From an optimization exercise on the open Yosys and OpenROAD flow, aimed at small area; shortcuts taken in it are not production practice. In this exercise RTL edits were held to simulation tests only and were not proved equivalent to the original. No activity file was given, so power comes from the tool's default toggle rates.

[design.v]
module Sync_top(
    input   wire        PCK,
    input   wire        RSTN,
    input   wire        MRX_FLAG_RE,
    input   [14:0]      MAD,
    input   [31:0]      MDI,
    input   [31:0]      MBE,
    input               MWE,
    input   [9:0]       DI,
    output  [31:0]      MDO_SYNC_TOP,
    output  reg         HLOCK,
    output  reg         VLOCK,
    output  reg         SYNC_ACT,
    output  reg[9:0]    SYNC_DO
);
function [11:0] add12(input [11:0] a, input [11:0] b);
    integer i; reg c;
    begin
        c = 1'b0;
        for (i = 0; i < 12; i = i + 1) begin
            add12[i] = a[i] ^ b[i] ^ c;
            c = (a[i] & b[i]) | (a[i] & c) | (b[i] & c);
        end
    end
endfunction
function cmp12(input [11:0] a, input [11:0] b, input eq);
    integer i; reg c;
    begin
        c = eq;
        for (i = 0; i < 12; i = i + 1)
            c = (~a[i] & b[i]) | (~a[i] & c) | (b[i] & c);
        cmp12 = c;
    end
endfunction
function cmp11(input [10:0] a, input [10:0] b, input eq);
    integer i; reg c;
    begin
        c = eq;
        for (i = 0; i < 11; i = i + 1)
            c = (~a[i] & b[i]) | (~a[i] & c) | (b[i] & c);
        cmp11 = c;
    end
endfunction
wire hi0 = (MAD[14:6] == 9'd0);
wire s16 = hi0 & (MAD[5:0] == 6'h16);
wire s17 = hi0 & (MAD[5:0] == 6'h17);
wire s18 = hi0 & (MAD[5:0] == 6'h18);
wire s19 = hi0 & (MAD[5:0] == 6'h19);
wire s20 = hi0 & (MAD[5:0] == 6'h20);
wire s21 = hi0 & (MAD[5:0] == 6'h21);
wire s2a = hi0 & (MAD[5:0] == 6'h2a);
wire s2b = hi0 & (MAD[5:0] == 6'h2b);
wire s30 = hi0 & (MAD[5:0] == 6'h30);
wire s31 = hi0 & (MAD[5:0] == 6'h31);
wire s32 = hi0 & (MAD[5:0] == 6'h32);
reg [10:0] SYNC_HSP, SYNC_VSP, SYNC_VTW, SYNC_HW, SYNC_VW;
reg [11:0] SYNC_HTW, DOT_H, DOT_V, DOT_W;
reg [2:0]  CH;
reg        SYNC_UP;
wire [11:0] wd = MDI[11:0];
wire [11:0] wm = MBE[11:0];
always @(posedge PCK or negedge RSTN) begin
    if (!RSTN) begin
        SYNC_HSP <= 11'd1;
        SYNC_VSP <= 11'd28;
        SYNC_HTW <= 12'd2200;
        SYNC_VTW <= 11'd1125;
        SYNC_HW  <= 11'd1920;
        SYNC_VW  <= 11'd1080;
        CH       <= 3'd0;
        SYNC_UP  <= 1'b0;
        DOT_H    <= 12'd960;
        DOT_V    <= 12'd540;
        DOT_W    <= 12'd10;
    end else if (MWE) begin
        if (s20) SYNC_HSP <= (wm[10:0] & wd[10:0]) | (~wm[10:0] & SYNC_HSP);
        if (s21) SYNC_VSP <= (wm[10:0] & wd[10:0]) | (~wm[10:0] & SYNC_VSP);
        if (s16) SYNC_HTW <= (wm & wd) | (~wm & SYNC_HTW);
        if (s17) SYNC_VTW <= (wm[10:0] & wd[10:0]) | (~wm[10:0] & SYNC_VTW);
        if (s18) SYNC_HW  <= (wm[10:0] & wd[10:0]) | (~wm[10:0] & SYNC_HW);
        if (s19) SYNC_VW  <= (wm[10:0] & wd[10:0]) | (~wm[10:0] & SYNC_VW);
        if (s2a) CH       <= (wm[2:0] & wd[2:0]) | (~wm[2:0] & CH);
        if (s2b) SYNC_UP  <= (wm[0] & wd[0]) | (~wm[0] & SYNC_UP);
        if (s30) DOT_H    <= (wm & wd) | (~wm & DOT_H);
        if (s31) DOT_V    <= (wm & wd) | (~wm & DOT_V);
        if (s32) DOT_W    <= (wm & wd) | (~wm & DOT_W);
    end
end
assign MDO_SYNC_TOP = {20'd0,
      ({12{s20}} & {1'b0, SYNC_HSP})
    | ({12{s21}} & {1'b0, SYNC_VSP})
    | ({12{s16}} & SYNC_HTW)
    | ({12{s17}} & {1'b0, SYNC_VTW})
    | ({12{s18}} & {1'b0, SYNC_HW})
    | ({12{s19}} & {1'b0, SYNC_VW})
    | ({12{s2a}} & {9'd0, CH})
    | ({12{s2b}} & {11'd0, SYNC_UP})
    | ({12{s30}} & DOT_H)
    | ({12{s31}} & DOT_V)
    | ({12{s32}} & DOT_W)};
wire aSYNC_UP = MWE & s2b;
reg [11:0] HCNT;
reg [10:0] VCNT;
wire [11:0] VCNT12 = {1'b0, VCNT};
wire [11:0] SH = add12({1'b0, SYNC_HSP}, {1'b0, SYNC_HW});
wire [11:0] SV = add12({1'b0, SYNC_VSP}, {1'b0, SYNC_VW});
wire ACT_H = cmp12({1'b0, SYNC_HSP}, HCNT, 1'b1) & cmp12(HCNT, SH, 1'b0);
wire ACT_V = cmp11(SYNC_VSP, VCNT, 1'b1) & cmp11(VCNT, SV[10:0], 1'b0);
wire ACT_T = ACT_H & ACT_V;
reg SYNC_ON;
always @(posedge PCK or negedge RSTN) begin
    if (!RSTN)             SYNC_ON <= 1'd0;
    else if (aSYNC_UP)     SYNC_ON <= 1'd1;
    else if (MRX_FLAG_RE)  SYNC_ON <= 1'd0;
end
wire CNT_RST = SYNC_ON & MRX_FLAG_RE;
always @(posedge PCK or negedge RSTN) begin
    if (!RSTN)                  HCNT <= 12'b0;
    else if (HLOCK | CNT_RST)   HCNT <= 12'b0;
    else                        HCNT <= HCNT + 12'b1;
end
always @(posedge PCK or negedge RSTN) begin
    if (!RSTN)           VCNT <= 11'b0;
    else if (CNT_RST)    VCNT <= 11'b0;
    else if (HLOCK) begin
        if (VLOCK)       VCNT <= 11'b0;
        else             VCNT <= VCNT + 11'b1;
    end
end
wire HEND = (HCNT == SYNC_HTW - 12'd2);
wire VEND = ({1'b0, VCNT} + 12'd1 == {1'b0, SYNC_VTW});
wire HTW_GE2 = |SYNC_HTW[11:1];
always @(posedge PCK or negedge RSTN) begin
    if (!RSTN) begin
        HLOCK <= 1'b0;
        VLOCK <= 1'b0;
        SYNC_ACT <= 1'b0;
    end else begin
        HLOCK <= HEND;
        VLOCK <= HEND & HTW_GE2 & VEND;
        SYNC_ACT <= ACT_T;
    end
end
reg [11:0] MOVING_H, MOVING_V;
reg TURN_H, TURN_V;
wire [11:0] LIM_H = add12(SH, 12'hFEB);    
wire [11:0] LIM_V = add12(SV, 12'hFEB);
wire [11:0] LOW_H = add12({1'b0, SYNC_HSP}, 12'd20);
wire [11:0] LOW_V = add12({1'b0, SYNC_VSP}, 12'd20);
always @(posedge PCK or negedge RSTN) begin
    if (!RSTN) begin
        MOVING_H <= 12'd1;
        TURN_H <= 1'b1;
        MOVING_V <= 12'd28;
        TURN_V <= 1'b1;
    end else if (VLOCK) begin
        if (cmp12(LIM_H, MOVING_H, 1'b1))       TURN_H <= 1'b0;
        else if (cmp12(MOVING_H, LOW_H, 1'b1))  TURN_H <= 1'b1;
        MOVING_H <= add12(MOVING_H, TURN_H ? 12'd15 : 12'hFF1);
        if (cmp12(LIM_V, MOVING_V, 1'b1))       TURN_V <= 1'b0;
        else if (cmp12(MOVING_V, LOW_V, 1'b1))  TURN_V <= 1'b1;
        MOVING_V <= add12(MOVING_V, TURN_V ? 12'd15 : 12'hFF1);
    end
end
wire PIXEL = cmp12(add12(MOVING_V, 12'hFEC), VCNT12, 1'b1)
           & cmp12(VCNT12, add12(MOVING_V, 12'd20), 1'b1)
           & cmp12(add12(MOVING_H, 12'hFEC), HCNT, 1'b0)
           & cmp12(HCNT, add12(MOVING_H, 12'd20), 1'b0);
wire [11:0] nDW = add12(~DOT_W, 12'd1);
wire DOT = cmp12(add12(DOT_V, nDW), VCNT12, 1'b1)
         & cmp12(VCNT12, add12(DOT_V, DOT_W), 1'b1)
         & cmp12(add12(DOT_H, nDW), HCNT, 1'b0)
         & cmp12(HCNT, add12(DOT_H, DOT_W), 1'b0);
always @(posedge PCK or negedge RSTN) begin
    if (!RSTN)
        SYNC_DO <= 10'b0;
    else if (ACT_T)
        case (CH)
            3'd1:    SYNC_DO <= {{8{PIXEL}}, 2'b0};
            3'd2:    SYNC_DO <= {HCNT[7:0], 2'b0};
            3'd3:    SYNC_DO <= {VCNT[7:0], 2'b0};
            3'd4:    SYNC_DO <= {HCNT[7:0] ^ VCNT[7:0], 2'b0};
            3'd5:    SYNC_DO <= {DI[7:0], 2'b0};
            3'd6:    SYNC_DO <= {2'b0, {8{DOT}}};
            default: SYNC_DO <= DI;
        endcase
    else
        SYNC_DO <= 10'b0;
end
endmodule
[run.sh]
#!/bin/bash
# synth_recipe.tcl (not shown) runs the flow's synth.tcl, then flattens the netlist and writes it again
# the make line also repeats each setting of config.mk as NAME=value (left out here)
make -C /OpenROAD-flow-scripts/flow DESIGN_CONFIG=/design/flow/config.mk WORK_HOME=/design/flow/orfs CLKGATE_MAP_FILE= SYNTH_SCRIPT=/design/flow/synth_recipe.tcl finish
[config.mk]
export PLATFORM = sky130hd
export DESIGN_NAME = Sync_top
export DESIGN_NICKNAME = Sync_top
export VERILOG_FILES = /design/flow/design.v
export SDC_FILE = /design/flow/constraint.sdc
export NUM_CORES = 4
export LEC_CHECK = 0
export CAP_MARGIN = 20
export CORE_MARGIN = 2
export CORE_UTILIZATION = 40
export SLEW_MARGIN = 20
[constraint.sdc]
create_clock -name core_clock -period 6.7 [get_ports {PCK}]
set_input_delay 1.3400 -clock core_clock [delete_from_list [all_inputs] [get_ports {PCK}]]
set_output_delay 1.3400 -clock core_clock [all_outputs]
set_load 0.01 [all_outputs]
==> run notes <==
total track usage=0.254; post-synthesis xor/xnor area fraction=0.0328; WP data required=7070 ps; combinational share of power=0.185; Yosys cell types=74; Int Power=1.81 mW; hold path cells=1; list of most frequent post-synthesis cells=nand2_1, inv_1, dfrtp_1, mux2_2; sw power=0.920 mW; worst path bufs/invs=2; Hold Vio Cnt, Final=0; htree depth=4; largest net degree at the start of global routing=73; Synth area leader=dfrtp_1; Routed Antenna Nets=0; maxcap violations=0; placed cells=2051; Crit path arrival time=~7000 ps; worst-case clock skew=14.5 ps; Clk pin slew, worst setup/hold paths=about 70 ps; post-synthesis compound-gate area fraction=0.166; Die Y=194 um; CP top delay family=adder cells; first drt pass iteration count=13; Least-Margin Pin Slew=922 ps; crit-path max cell delay=around 550 ps; I/O Pins=about 140; Setup crit start kind=flop; Lkg Pwr=around 6.9 nW; Rel. slew slack=0.381; Max Slew Vio Count=0; Final nets=about 1900; Post-Synth Simple-Gate Area=0.131; Antenna diodes=0; setup TNS=0 ps; core footprint=35600 sq um; first-pass GRT wire length=between 70000 and 80000 um; Port Buf Inserts=77; CTS tree=built; final non-filler cell total=roughly 2100; RR Endpoint=SYNC_DO[1]$_DFF_PN0_; Main synth FF type=dfrtp_1; post-synthesis adder-cell area fraction=0.214; Clock Power Share=0.362; DR WL/cell=approximately 23 um; CP cell instances=inv_2, ha_4, ha_4, fa_2, fa_2, fa_2, fa_2, fa_2, fa_2, fa_2, fa_2, fa_1, nor2b_4, a2111o_1, a221o_1, a31oi_1, o221ai_1, a21boi_2, a2111o_1, o21a_4, buf_4, nor3_2; critical path's slowest cell=dfstp_2; fin util=0.460; most frequent cell after synthesis=nand2_1; final period utilization=0.985; path depth of the worst reg2reg path=22; ys async rst share=1.00; Power Dens Cells=around 170 nW/um^2; CP Max Fanout=8; largest cells by area after synthesis=dfrtp_1, fa_1, mux2_2; Die Width=a little under 200 um; Synth Instances=approximately 1600; vias after detailed routing=roughly 12000; Post-synth EDFFs=0; Root Driver=clkbuf_16; fmax=152 MHz; largest family of logic cells by synthesized area=adder cells; RD Place Congestion=around 0.95; sequential power share=0.453; sequential area share after synthesis=0.298; worst skew pair latency=between 400 and 500 ps; Avg Cell Area, Syn=~9 sq um; post-synth top area share=0.231; status=complete, no violations; maximum vdd drop=between 0.00015 and 0.0002 V; RSZ-0062 raised after global routing=true; share of layout cells above drive strength 1=0.159; synthesis-to-finish area growth=13.5%; crit-path most repeated cell=fa_2; DPL Wire Length=around 37000 um; crit path time final=6600 ps; 1st-iter DRT viols=~1200; min-delay worst type=reg -> reg; Seq cells post-synth=170; CP endpoint kind=flop; initial antenna violation count=1; WS Path Type=reg -> reg; total power after layout=approximately 2.7 mW; # rows=69; post-DR vias/cell=between 5 and 6; Yosys Warn Count=1; post-synthesis mux area share=0.0857; vias in the first global route=12100; Routed WL=approximately 47000 um; clock sink total=170; Final setup viols=0; Sw Share=0.337; Post-Syn Area=between 10000 and 15000 sq um; total grt overflow=0; r2r setup slk=approximately 100 ps; DRC Markers=0; Clock Tree Buf Depth=2; CTS buffer count=17; Starting Density=0.405; Die Area=roughly 38000 sq um
-- worst register-to-register path: stages, from the launching register on --
cell      delay (ps)
dfstp_2          550
inv_2             50
ha_4             150
ha_4             220
fa_2             360
fa_2             360
fa_2             370
fa_2             380
fa_2             350
fa_2             340
fa_2             360
fa_2             350
fa_1             490
nor2b_4          140
a2111o_1         310
a221o_1          270
a31oi_1          130
o221ai_1         120
a21boi_2         180
a2111o_1         450
o21a_4           280
buf_4            150
nor3_2           140
-- cell type report --
type,instances,area [sq um]
multi-input cells,1150,9250
clock inverters,11,110
clock buffers,21,460
inverters,156,586
well taps,461,577
repair buffers,116,1060
flip-flops and latches,170,4300
fillers,3395,19200
-- cells in the final DEF, fill, tap and decap left out, types with 6 or more instances in the layout --
| master | instances |
|---|---|
| a211oi_1 | 9 |
| a21oi_1 | 76 |
| a221oi_1 | 11 |
| a222oi_1 | 24 |
| a22o_1 | 6 |
| a22oi_1 | 40 |
| a311oi_2 | 7 |
| a31oi_1 | 10 |
| and3_1 | 15 |
| buf_4 | 39 |
| clkbuf_16 | 17 |
| clkdlybuf4s50_1 | 76 |
| conb_1 | 20 |
| dfrtp_1 | 132 |
| dfstp_2 | 37 |
| fa_1 | 65 |
| fa_2 | 14 |
| ha_1 | 84 |
| inv_1 | 149 |
| maj3_1 | 32 |
| maj3_2 | 10 |
| mux2_1 | 7 |
| mux2_2 | 100 |
| nand2_1 | 178 |
| nand2b_1 | 23 |
| nand3_1 | 29 |
| nand4_1 | 7 |
| nor2_1 | 86 |
| nor2b_1 | 17 |
| nor3_1 | 26 |
| o211ai_1 | 6 |
| o21ai_0 | 62 |
| o221ai_1 | 8 |
| o22ai_1 | 28 |
| o31ai_1 | 15 |
| xnor2_1 | 28 |
| xor2_1 | 26 |
-- what timing repair did --
| action | 4_1_cts | 5_1_grt |
|---|---|---|
| pin swaps | 7 | 8 |
| setup buffers | 0 | 2 |
| endpoints found under the setup margin | 8 | 8 |
| gates resized for setup | 13 | 10 |
| hold buffers | 0 | 0 |
-- through the flow --
step                      hold WS (ps)  setup WS [ps]  area [sq um]
after global placement             492           -385         15700
after CTS                          524           21.5         16300
final                              524            100         16400
after floorplan                    476           29.9         14500
after detailed placement           509           -440         15700
after global routing               526          -73.7         16400
-- worst max-delay path by stage --
stage                     start                    to  depth (start not counted)
after floorplan            flop  SYNC_DO[7]$_DFF_PN0_                         21
after global placement     flop  SYNC_DO[2]$_DFF_PN0_                         22
after detailed placement   flop  SYNC_DO[2]$_DFF_PN0_                         22
after CTS                  flop  SYNC_DO[1]$_DFF_PN0_                         22
after global routing       flop  SYNC_DO[1]$_DFF_PN0_                         23
final                      flop  SYNC_DO[1]$_DFF_PN0_                         22
-- routing by layer --
metal	track usage	routed length, um	vias to the layer above
li1	-	-	5572
met1	0.339	21000	6258
met2	0.420	22400	395
met3	0.0327	2250	85
met4	0.101	1800	2
met5	0	10	-
-- power groups by stage --
stage | Combinational [mW] | Clock (mW) | Sequential [mW]
2_1_floorplan | 0.434 | 0 | 1.11
3_3_place_gp | 0.483 | 0 | 1.25
3_5_place_dp | 0.492 | 0 | 1.25
4_1_cts | 0.494 | 0.999 | 1.23
5_1_grt | 0.552 | 1.04 | 1.25
6_report | 0.505 | 0.988 | 1.23
-- kinds of logic after synthesis --
group,count (synthesis)
multiplexers,110
flip-flops,170
XOR/XNOR,54
adder cells (fa/ha/maj),207
buffers and inverters,253
AND/OR/NAND/NOR,413
other,1
AO/OA/AOI/OAI,346

==> static timing again, ports no longer ideal <==
How much do the figures lean on ideal ports? The routed layout below was timed once more, with nothing changed but the port constraints.
Step 1 sets driving cells, clkbuf_16 on the clock port and buf_2 on the other inputs (assumed; they add their load-dependent delay and slew).
Step 2 moves the port delays by t, midway between the first and last clock arrival at a register: inputs arrive t later, outputs are due t later. That takes back most of the time a late clock gives input paths.
a / b / c = no drivers / after step 1 / after step 2; a / b = the first two.
t (ns): 0.506
setup slack, ns: 0.100 / 0.100 / 0.100
worst slew at a driven data input, ns: 0.04
After both steps this run still meets setup and hold. For this run, drivers alone change the setup slack by 0.000 ns; drivers and shift together by 0.000 ns.
